What follows belongs to an exercise in optimizing a design on an open flow for small area; a production flow would make more cautious choices.
No functional check of the RTL was part of any run shown here.
No activity file was given, so power comes from the tool's default toggle rates.

[flow/run.sh]
#!/bin/bash
# synth_recipe.tcl (not shown) runs the flow's synth.tcl, then flattens the netlist and writes it again
# the make line also repeats each setting of config.mk as NAME=value (left out here)
make -C /OpenROAD-flow-scripts/flow DESIGN_CONFIG=/design/flow/config.mk WORK_HOME=/design/flow/orfs CLKGATE_MAP_FILE= SYNTH_SCRIPT=/design/flow/synth_recipe.tcl finish
[flow/config.mk]
export PLATFORM = sky130hd
export DESIGN_NAME = TopDesign
export DESIGN_NICKNAME = TopDesign
export VERILOG_FILES = /design/flow/design.v
export SDC_FILE = /design/flow/constraint.sdc
export NUM_CORES = 4
export LEC_CHECK = 0
export CAP_MARGIN = 20
export CORE_MARGIN = 2
export CORE_UTILIZATION = 40
export CTS_BUF_LIST = sky130_fd_sc_hd__clkbuf_4
export SLEW_MARGIN = 20
[flow/constraint.sdc]
create_clock -name core_clock -period 10.0 [get_ports {clk}]
set_input_delay 2.0000 -clock core_clock [delete_from_list [all_inputs] [get_ports {clk}]]
set_output_delay 2.0000 -clock core_clock [all_outputs]
set_load 0.01 [all_outputs]
[flow/design.v]
module RegisterFile(
    input logic clk,
    input logic clr,
    input logic we,
    input logic [3:0] wa,
    input logic [7:0] wd,
    input logic [3:0] ra1, ra2,
    output logic [7:0] rd1, rd2);
    logic [7:0] m [15:0];
    logic [7:0] d;
    assign d = wd & {8{~clr}};
    always_ff @(posedge clk)
        for (int w = 0; w < 16; w++)
            if (clr | (we & (wa == w)))
                m[w] <= d;
    logic [7:0] a1 [3:0], a2 [3:0];
    always_comb begin
        for (int g = 0; g < 4; g++) begin
            a1[g] = m[4*g + ra1[1:0]];
            a2[g] = m[4*g + ra2[1:0]];
        end
        rd1 = a1[ra1[3:2]];
        rd2 = a2[ra2[3:2]];
    end
endmodule
module Debouncer #(parameter DEBOUNCE_CYCLES = 250)
(input logic clk, input logic rst, input logic button, output logic pulse);
logic [7:0] t;
always_ff @(posedge clk)
    if (rst || t == 8'b01101000) t <= 8'd0;
    else if (t == 8'd0) t <= {7'd0, button};
    else t <= {t[6:0], t[7]^t[5]^t[4]^t[3]};
assign pulse = (t == 8'd1);
endmodule
module SevenSegmentDisplay(
    input logic clk,
    input logic rst,
    input logic [3:0] addr,
    input logic [7:0] data,
    output logic [6:0] seg,
    output logic [3:0] an);
    logic [9:0] count;
    always_ff @(posedge clk)
        if (rst)
            count <= 10'd0;
        else
            count <= count + 10'd1;
    logic [3:0] nib;
    always_comb begin
        case (count[9:8])
            2'b00: begin nib = data[3:0]; an = 4'b1110; end
            2'b01: begin nib = data[7:4]; an = 4'b1101; end
            2'b10: begin nib = 4'd0;      an = 4'b1011; end
            default: begin nib = addr;    an = 4'b0111; end
        endcase
        if (count[9:8] == 2'b10)
            seg = 7'b0111111;
        else
            case (nib)
                4'd0 : seg = 7'b1000000;
                4'd1 : seg = 7'b1111001;
                4'd2 : seg = 7'b0100100;
                4'd3 : seg = 7'b0110000;
                4'd4 : seg = 7'b0011001;
                4'd5 : seg = 7'b0010010;
                4'd6 : seg = 7'b0000010;
                4'd7 : seg = 7'b1111000;
                4'd8 : seg = 7'b0000000;
                4'd9 : seg = 7'b0010000;
                4'd10: seg = 7'b0001000;
                4'd11: seg = 7'b0000011;
                4'd12: seg = 7'b1000110;
                4'd13: seg = 7'b0100001;
                4'd14: seg = 7'b0000110;
                default: seg = 7'b0001110;
            endcase
    end
endmodule
module InstructionMemory(
    input logic [4:0] readAddress,
    output logic [15:0] readData, readData2);
    function automatic logic [15:0] rom(input logic [4:0] a);
        case (a)
            5'd0:  rom = 16'h2000;
            5'd1:  rom = 16'h2011;
            5'd2:  rom = 16'h3200;
            5'd3:  rom = 16'h3300;
            5'd4:  rom = 16'h3401;
            5'd5:  rom = 16'ha921;
            5'd6:  rom = 16'h4330;
            5'd7:  rom = 16'h4224;
            5'd8:  rom = 16'ha500;
            5'd9:  rom = 16'h0033;
            5'd10: rom = 16'h0022;
            5'd11: rom = 16'h0033;
            5'd12: rom = 16'h4501;
            5'd13: rom = 16'h4612;
            5'd14: rom = 16'h4723;
            5'd15: rom = 16'h4834;
            5'd16: rom = 16'h4801;
            5'd17: rom = 16'h4923;
            5'd18: rom = 16'h4a45;
            5'd19: rom = 16'h4b67;
            5'd20: rom = 16'h4c89;
            5'd21: rom = 16'h4dab;
            5'd22: rom = 16'ha000;
            5'd23: rom = 16'ha000;
            5'd24: rom = 16'ha000;
            5'd25: rom = 16'ha000;
            5'd26: rom = 16'ha68d;
            5'd27: rom = 16'ha29b;
            5'd28: rom = 16'h6000;
            5'd29: rom = 16'h8000;
            5'd30: rom = 16'ha000;
            default: rom = 16'he000;
        endcase
    endfunction
    assign readData = rom(readAddress);
    assign readData2 = rom(readAddress + 5'd1);
endmodule
module TopDesign
    (
    input logic clk,
    input logic rst,
    input logic [15:0] swIns,
    input logic [4:0] debouncer,
    output logic [15:0] insLed,
    output logic [6:0] seg,
    output logic dp,
    output logic [3:0] an
    );
    logic up, centre, left, right, down;
    Debouncer upButton    (clk, rst, debouncer[1], up);
    Debouncer centerButton(clk, rst, debouncer[0], centre);
    Debouncer rightButton (clk, rst, debouncer[3], right);
    Debouncer leftButton  (clk, rst, debouncer[2], left);
    Debouncer downButton  (clk, rst, debouncer[4], down);
    logic [4:0] pc;
    logic [3:0] memoryAddress;
    logic [15:0] ir;        
    logic irValid;          
    logic [2:0] op;
    logic clr, run, isStore, isLoad, isAdd, isBranch, stop;
    assign op = ir[15:13];
    assign clr = rst | up;
    assign run = irValid & ~clr;
    assign isStore  = run & (op == 3'b000);
    assign isLoad   = run & (op == 3'b001);
    assign isAdd    = run & (op == 3'b010);
    assign isBranch = run & (op == 3'b101);
    assign stop     = run & (op == 3'b111);
    logic [7:0] regA, regB, memP, memD;
    logic [3:0] wAddr;
    logic [7:0] wData;
    assign wAddr = (ir[12] | op[1]) ? ir[11:8] : ir[7:4];
    always_comb
        if (op[1])
            wData = regA + regB;
        else if (ir[12])
            wData = ir[7:0];
        else if (op[0])
            wData = memP;
        else
            wData = regA;
    RegisterFile registerFile(clk, clr, isLoad | isAdd, wAddr, wData, ir[3:0], ir[7:4], regA, regB);
    RegisterFile memory(clk, clr, isStore, wAddr, wData, ir[3:0], memoryAddress, memP, memD);
    logic load;
    logic [4:0] pcNext;
    logic [15:0] romWord;
    assign load = (down | centre) & ~left & ~right;
    assign pcNext = pc + 5'd1;
    InstructionMemory instructions(pc, romWord, insLed);
    always_ff @(posedge clk) begin
        if (rst) begin
            pc <= 5'd0;
            memoryAddress <= 4'd0;
            irValid <= 1'b0;
        end else if (up) begin
            pc <= 5'd0;
        end else if (!stop) begin
            irValid <= load;
            if (left)
                memoryAddress <= memoryAddress - 4'd1;
            else if (right)
                memoryAddress <= memoryAddress + 4'd1;
            else if (down)
                pc <= pcNext;
            else if (!centre && isBranch && (regA[0] == regB[0]))
                pc <= ir[12:8];
        end
        if (!clr && !stop && load)
            ir <= down ? romWord : swIns;
    end
    SevenSegmentDisplay display(clk, rst, memoryAddress, memD, seg, an);
    assign dp = 1'b1;
endmodule
==> results of run 1 <==
==> stage by stage <==
stage                util  cell area (um2)  hold WS (ps)  power (mW)
detailed placement  0.433            18700           453        3.60
finish              0.461            19900           459        4.83
global placement    0.432            18600           442        3.55
floorplan               -            17500           426        3.14
CTS                 0.460            19800           463        4.85
global route        0.461            19900           484        5.09
==> cell families (layout without fill, tap and decap cells) <==
family / after synthesis / in the layout / share of synthesized area
AOI/OAI and AO/OA: 219 / 219 / 0.0825
xor gates and xnor gates: 32 / 32 / 0.0160
adders and majority gates: 34 / 34 / 0.0252
buffers and inverters: 121 / 277 / 0.0291
DFF: 347 / 347 / 0.553
muxes: 181 / 181 / 0.215
other: 1 / 2 / 0.000215
and+or+nand+nor: 273 / 273 / 0.0791
==> per-layer routing <==
layer,share of wire,up-vias
met1,0.42,5655
li1,-,5027
met4,0.021,0
met5,0,-
met2,0.48,449
met3,0.076,64
==> cells in the final DEF (no fill, tap or decap), types with 5 or more instances in the layout <==
| cell type | n |
|---|---|
| mux2i_1 | 21 |
| a21oi_1 | 44 |
| dfxtp_1 | 73 |
| a211oi_1 | 12 |
| or3_1 | 8 |
| a22oi_1 | 7 |
| xor2_1 | 10 |
| o22ai_1 | 7 |
| o211ai_1 | 5 |
| mux4_2 | 154 |
| nor2b_1 | 25 |
| nand2_1 | 98 |
| o21ai_0 | 32 |
| nor4_1 | 6 |
| inv_1 | 36 |
| clkdlybuf4s50_1 | 48 |
| nor3_1 | 14 |
| and2_1 | 10 |
| ha_1 | 32 |
| nor2_1 | 58 |
| o21ai_2 | 6 |
| nand2b_1 | 10 |
| clkinv_1 | 17 |
| buf_4 | 32 |
| a31oi_1 | 14 |
| a311oi_1 | 14 |
| nand3_1 | 16 |
| edfxtp_1 | 272 |
| xnor2_1 | 22 |
| clkbuf_4 | 128 |
| o21ai_1 | 24 |
| inv_2 | 6 |
==> state kept, by name, summed over array words and instances (netlist names) <==
| name | cells |
|---|---|
| ir | 16 |
| irValid | 1 |
| leftButton.t | 8 |
| rightButton.t | 8 |
| pc | 5 |
| centerButton.t | 8 |
| display.count | 10 |
| romWord | 15 |
| registerFile.m | 128 |
| memory.m | 128 |
| upButton.t | 8 |
| memoryAddress | 4 |
| downButton.t | 8 |
==> final cells by class <==
cell class	instances	share of cell area
well taps	585	0.0369
clock inverters	26	0.00951
repair buffers	81	0.0365
diodes	1	0.000126
inverters	42	0.00794
clock buffers	128	0.0484
multi-input cells	740	0.374
flip-flops and latches	347	0.487
==> power breakdown <==
part           switching, mW  leakage (nW)  internal [mW]
clock network          0.570         0.677          0.664
logic                  0.694          2.87          0.676
registers              0.188          3.44           2.04
==> worst min path at each step <==
| stage | from | endpoint | slack [ps] | cells past startpoint |
|---|---|---|---|---|
| 2_1_floorplan | display.count[0] | display.count[0] | 430 | 1 |
| 3_3_place_gp | display.count[0] | display.count[0] | 440 | 1 |
| 3_5_place_dp | rightButton.t[1] | rightButton.t[2] | 450 | 1 |
| 6_report | display.count[0] | display.count[0] | 460 | 1 |
| 5_1_grt | rightButton.t[2] | rightButton.t[3] | 480 | 1 |
| 4_1_cts | rightButton.t[2] | rightButton.t[3] | 460 | 1 |
==> metrics.md, run 1 <==
| Metric | Value |
|---|---|
| Clock Latency Late Sink | 780 ps |
| Die height | between 200 and 250 um |
| Core area | 0.0431 mm2 |
| WP data required | 8000 ps |
| VDD IR max | ~0.14 mV |
| Pwr dens | 243 mW/mm2 |
| GR Layer Usage met3 | 0.0368 |
| P_leak | roughly 7 nW |
| First-pass GRT wire length | 63.8 mm |
| Fmax | 0.149 GHz |
| Share of the synthesized area in the top cell type | 0.467 |
| Reg2reg path depth | 12 |
| Busiest grt layer | met2 |
| Final WL | 41.9 mm |
| Arrival @ worst endpoint | 4700 ps |
| GR Util met2 | 0.300 |
| Register Area | 0.00967 mm2 |
| Relative max-transition margin | 0.268 |
| Syn Inst Count | around 1,200 |
| Register bit count reported by yosys | 347 |
| Final GP Congestion | 0.815 |
| Hold-fix buffers, CTS | 0 |
| Antenna viol nets, final | 0 |
| Non-Filler Instances | 1,950 |
| Area grow syn2layout | 13.6% |
| CTS tree | built |
| Post-CTS Setup Bufs | 0 |
| CTS resizes | 0 |
| Min Tclk post-route | 6700 ps |
| Critical Path Max Stage Delay | 1010 ps |
| Seq/Total Area, Yosys | 0.553 |
| Reg clk slew, reported paths | 70 ps |
| Largest area contributor in the netlist | edfxtp_1 |
| Area of the multi-input gates | 0.00742 mm2 |
| Mapped Nets | 1,265 |
| Clock Sinks | about 350 |
| Critical Path Start | memoryAddress[1] |
| IO Port Bufs | 49 |
| Count of cell types in the netlist | 82 |
| # fillers | 3,781 |
| Slew Limit Fails | 0 |
| Async S/R FF share, synth | 0 |
| Setup TNS | 0 ps |
| Initial DRC count | 962 |
| Worst min-delay path class | reg2reg |
| Post-synth top cells | edfxtp_1, mux4_2, nand2_1 |
| Clock Path Buffers | 3 |
| Final Skew | approximately 56 ps |
| Die footprint | 0.0454 mm2 |
| Worst path bufs/invs | 3 |
| Post-synth EDFFs | 272 |
| Routed WL per cell | 21.5 um |
| Place WS | slightly above 4000 ps |
| H-tree depth | 3 |
| Cell total after placement | 1,795 |
| Clock root cell | clkbuf_4 |
| Worst setup endpoint | seg[5] |
| Initial DRT Pass Iterations | 5 |
| DRC errors left | 0 |
| Critical R2R Launch | ir[0] |
| Count leader, synth | edfxtp_1 |
| RSZ-0062 raised after global routing | false |
| Warnings, synthesis | 8 |
| Fin nets | 1,359 |
| Main synth FF type | edfxtp_1 |
| Via density per instance | 5.74 |
| GRT overflow | 0 |
| I/O pins | 51 |
| Worst path cell trace | mux4_2, mux4_2, mux2i_1, o22a_1, inv_1, ha_1, inv_1, nor2_1, a21oi_1, o221ai_1, clkdlybuf4s50_1 |
| CP delay by family, top | multiplexers |
| Final setup margin | 3300 ps |
| Crit-path max FO | 36 |
| Crit-path slowest cell | dfxtp_2 |
| Avg Cell Area, Syn | 14.5 um2 |
| Run status | complete, no violations |
| Period Utilization, post-route | 0.670 |
| Max cap viols | 0 |
| CTS Buf Count | 90 |
| Synth Cell Area | 0.0175 mm2 |
| Initial antenna violation count | 1 |
| Share of layout cells above drive strength 1 | 0.274 |
| Critical Path End Type | primary output |
| Site row count | 76 |
| CP Launch Type | register |
| Synth area leaders | edfxtp_1, mux4_2, dfxtp_1 |
| RR Endpoint | memory.m[13][7] |
| GR Util met1 | 0.260 |
| Final hold vios | 0 |
| Stages on the worst setup path | 11 |
| Post-detail-place hpwl | 27.4 mm |
| Setup violations, final | 0 |
| Flop2flop setup slack | 5000 ps |
| Setup Crit Path Kind | reg2out |
| Chip width | approximately 210 um |
| Initial core utilization | 0.406 |
| Number of global-route vias before repair | 11,004 |
| Vias | 11,195 |
| Slew @ Worst Pin | 1090 ps |
| Largest net degree at the start of global routing | 56 |
| Tot GR Track Use | 0.188 |
==> inputs of run 2 (changes only) <==
--- a/flow/config.mk
+++ b/flow/config.mk
@@ -8,5 +8,6 @@
 export CAP_MARGIN = 20
 export CORE_MARGIN = 2
-export CORE_UTILIZATION = 40
-export CTS_BUF_LIST = sky130_fd_sc_hd__clkbuf_4
+export CORE_UTILIZATION = 60
+export CTS_BUF_LIST = sky130_fd_sc_hd__clkbuf_2
+export CTS_CLUSTER_SIZE = 20
 export SLEW_MARGIN = 20
==> metrics.md, run 2 <==
| Metric | Value |
|---|---|
| Worst min-delay path class | reg2reg (unchanged) |
| Worst setup endpoint | seg[5] (unchanged) |
| Final WL | 40.4 mm (was 41.9 mm) |
| Critical Path End Type | primary output (unchanged) |
| Initial DRC count | 1,412 (was 962) |
| Share of layout cells above drive strength 1 | 0.262 (was 0.274) |
| Register bit count reported by yosys | 347 (unchanged) |
| Max cap viols | 0 (unchanged) |
| Pwr dens | 233 mW/mm2 (was 243 mW/mm2) |
| Switching Fraction | 0.323 (was 0.301) |
| Fin nets | 1,355 (was 1,359) |
| I/O pins | 51 (unchanged) |
| Tot GR Track Use | 0.275 (was 0.188) |
| Min Tclk post-route | 6640 ps (was 6700 ps) |
| Post-synth top cells | edfxtp_1, mux4_2, nand2_1 (unchanged) |
| Die footprint | 0.0305 mm2 (was 0.0454 mm2) |
| Clock Path Buffers | 3 (unchanged) |
| # fillers | 2,095 (was 3,781) |
| Initial core utilization | 0.609 (was 0.406) |
| Switching pwr | 1.45 mW (about the same) |
| Most frequent cells in the layout | edfxtp_1, mux4_2, clkbuf_2, nand2_1, dfxtp_1 (was edfxtp_1, mux4_2, clkbuf_4, nand2_1, dfxtp_1) |
| Final Skew | 89.8 ps (was 55.5 ps) |
| Vias | 11,122 (was 11,195) |
| Async S/R FF share, synth | 0 (unchanged) |
| Final hold vios | 0 (unchanged) |
| Fmax | 0.151 GHz (was 0.149 GHz) |
| P_leak | 6.85 nW (was 6.98 nW) |
| CTS Buf Count | 88 (was 90) |
| Cell Area, Placed | 0.0184 mm2 (was 0.0187 mm2) |
| Post-detail-place hpwl | 25.8 mm (was 27.4 mm) |
| CTS tree | built (unchanged) |
| Initial antenna violation count | 2 (was 1) |
| Main synth FF type | edfxtp_1 (unchanged) |
| Combinational share of power | 0.308 (was 0.284) |
| Internal power | 3.03 mW (was 3.38 mW) |
| Relative max-transition margin | 0.209 (was 0.268) |
| Run status | complete, no violations (unchanged) |
| Mapped Nets | 1,265 (unchanged) |
| Final GP Congestion | 0.848 (was 0.815) |
| Largest net degree at the start of global routing | 56 (unchanged) |
| Initial DRT Pass Iterations | 6 (was 5) |
| Via density per instance | 6.36 (was 5.74) |
| Clock Sinks | 347 (unchanged) |
| Share of the synthesized area in the top cell type | 0.467 (unchanged) |
| Arrival @ worst endpoint | 4640 ps (was 4700 ps) |
| Routed WL per cell | 23.1 um (was 21.5 um) |
| Critical R2R Launch | ir[0] (unchanged) |
| Core area | 0.0287 mm2 (was 0.0431 mm2) |
| Post-CTS Setup Bufs | 0 (unchanged) |
| Synth Cell Area | 0.0175 mm2 (unchanged) |
| Largest area contributor in the netlist | edfxtp_1 (unchanged) |
| Die height | 175 um (was 213 um) |
| Clock power share | 0.198 (was 0.256) |
| Hold Slack | 411 ps (was 459 ps) |
| WP data required | 8000 ps (about the same) |
| Post-synth EDFFs | 272 (unchanged) |
| Avg Cell Area, Syn | 14.5 um2 (unchanged) |
| Crit-path max FO | 33 (was 36) |
| RSZ-0062 raised after global routing | false (unchanged) |
| Flop2flop setup slack | 4480 ps (was 5000 ps) |
| Reg2reg path depth | 12 (unchanged) |
| CTS resizes | 0 (unchanged) |
| Setup TNS | 0 ps (unchanged) |
| CP Launch Type | register (unchanged) |
| Number of global-route vias before repair | 11,204 (was 11,004) |
| Count of cell types in the netlist | 82 (unchanged) |
| Warnings, synthesis | 8 (unchanged) |
| Syn Inst Count | 1,208 (unchanged) |
| Count leader, synth | edfxtp_1 (unchanged) |
| Slew Limit Fails | 0 (unchanged) |
| VDD IR max | 0.125 mV (was 0.135 mV) |
| Setup Crit Path Kind | reg2out (unchanged) |
| Clock Latency Late Sink | 910 ps (was 780 ps) |
| Setup violations, final | 0 (unchanged) |
| First-pass GRT wire length | 63.3 mm (was 63.8 mm) |
| Slew @ Worst Pin | 1180 ps (was 1090 ps) |
| Biggest regs | memory.m: 128 flops, registerFile.m: 128 flops, ir: 16 flops (unchanged) |
| IO Port Bufs | 49 (unchanged) |
| Seq/Total Area, Yosys | 0.553 (unchanged) |
| Reg clk slew, reported paths | 100 ps (was 70 ps) |
| Commonest non-fill, non-tap cell in the layout | edfxtp_1 (unchanged) |
| Critical Path Start | memoryAddress[0] (was memoryAddress[1]) |
| Clock root cell | clkbuf_2 (was clkbuf_4) |
| Hold-fix buffers, CTS | 0 (unchanged) |
| Final Cell Area | 0.0192 mm2 (was 0.0199 mm2) |
| Antenna viol nets, final | 0 (unchanged) |
| Area of the multi-input gates | 0.00740 mm2 (was 0.00742 mm2) |
| Period Utilization, post-route | 0.664 (was 0.670) |
| DRC errors left | 0 (unchanged) |
| RR Endpoint | romWord[10] (was memory.m[13][7]) |
| Area grow syn2layout | 9.71% (was 13.6%) |
| Register Area | 0.00967 mm2 (unchanged) |
| Reg power frac | 0.494 (was 0.461) |
| Chip width | 175 um (was 213 um) |
| Site row count | 62 (was 76) |
| H-tree depth | 3 (unchanged) |
| Synth area leaders | edfxtp_1, mux4_2, dfxtp_1 (unchanged) |
| GRT overflow | 0 (unchanged) |
## run 2: cell counts after synthesis
Identical to the previous run, type by type.
## run 2: worst min-delay path by stage
stage / from / to / slack [ps] / depth (start not counted)
after CTS: downButton.t[4] / downButton.t[5] / 400 / 1
final: upButton.t[2] / upButton.t[3] / 410 / 1
after global routing: upButton.t[2] / upButton.t[3] / 420 / 1
after detailed placement: display.count[0] / display.count[0] / 450 / 1
after global placement: display.count[0] / display.count[0] / 440 / 1
after floorplan: display.count[0] / display.count[0] / 430 / 1
## run 2: final cells by class
| type | count | share of cell area |
|---|---|---|
| multi-input combinational | 740 | 0.386 |
| inverter | 42 | 0.00822 |
| clock buffer | 113 | 0.0295 |
| antenna | 2 | 0.000261 |
| clock inverter | 41 | 0.00959 |
| sequential | 347 | 0.504 |
| timing repair buffer | 79 | 0.0371 |
| tap | 384 | 0.0251 |
## run 2: critical path, stage by stage (launching register included)
cell	delay (ps)
dfxtp_2	330
buf_4	480
mux4_2	570
mux2_2	270
a32o_1	260
a21oi_1	440
ha_1	340
inv_1	70
nor2_1	110
a21oi_1	60
o221ai_1	220
clkdlybuf4s50_1	560
## run 2: power by group through the flow
stage          Sequential [mW]  Combinational (mW)  Clock, mW
6_report                  2.21                1.38      0.887
5_1_grt                   2.25                1.49      0.998
4_1_cts                   2.21                1.37      0.912
3_3_place_gp              2.21                1.34          0
2_1_floorplan             2.16               0.980          0
3_5_place_dp              2.24                1.36          0
## run 2: cell families (layout without fill, tap and decap cells)
| family | after synthesis | in the layout | synth area share |
|---|---|---|---|
| DFF | 347 | 347 | 0.553 |
| and+or+nand+nor | 273 | 273 | 0.0791 |
| AOI/OAI and AO/OA | 219 | 219 | 0.0825 |
| muxes | 181 | 181 | 0.215 |
| buffers and inverters | 121 | 275 | 0.0291 |
| adders and majority gates | 34 | 34 | 0.0252 |
| xor gates and xnor gates | 32 | 32 | 0.0160 |
| other | 1 | 3 | 0.000215 |
## run 2: metrics by stage
| stage | std cells | total power, mW | setup slack [ps] | util |
|---|---|---|---|---|
| after floorplan | 1208 | 3.14 | 4980 | - |
| after global placement | 1591 | 3.56 | 4310 | 0.640 |
| after detailed placement | 1592 | 3.60 | 4250 | 0.641 |
| after CTS | 1746 | 4.49 | 3270 | 0.667 |
| after global routing | 1748 | 4.73 | 2970 | 0.668 |
| final | 1748 | 4.47 | 3360 | 0.668 |
## run 2: per-layer routing
metal | vias to the layer above | GRT usage | share of wire
met5 | - | 0 | 0
met3 | 95 | 0.0522 | 0.069
met1 | 5551 | 0.377 | 0.41
li1 | 5015 | - | -
met2 | 461 | 0.452 | 0.49
met4 | 0 | 0.0885 | 0.026

[separate check: timing with driven ports]
In the flow no input, the clock included, has a driving cell. The finished layouts below were timed again as built, in two steps.
Step 1 (the two cells are an assumption about what drives the block):
set clk [get_ports {clk}]
set_driving_cell -lib_cell sky130_fd_sc_hd__clkbuf_16 $clk
set_driving_cell -lib_cell sky130_fd_sc_hd__buf_2 [delete_from_list [all_inputs] $clk]
Step 2, shift: input delay + t, output delay - t, t = (earliest + latest rising clock arrival at the registers) / 2. This alone moves slack from input paths to output paths.
Slacks: ideal / step 1 / step 2; pairs: ideal / step 1.
run	shift t [ns]	setup WS [ns]	hold WS [ns]	clock arrival spread, ns	slew at the worst register clock pin (ns)
run 1	0.797	3.302 / 3.255 / 4.052	0.459 / 0.459 / 0.459	0.056 / 0.055	0.09 / 0.09
run 2	0.912	3.361 / 3.314 / 4.226	0.411 / 0.411 / 0.411	0.090 / 0.090	0.12 / 0.12
After both steps every run listed still meets setup and hold.
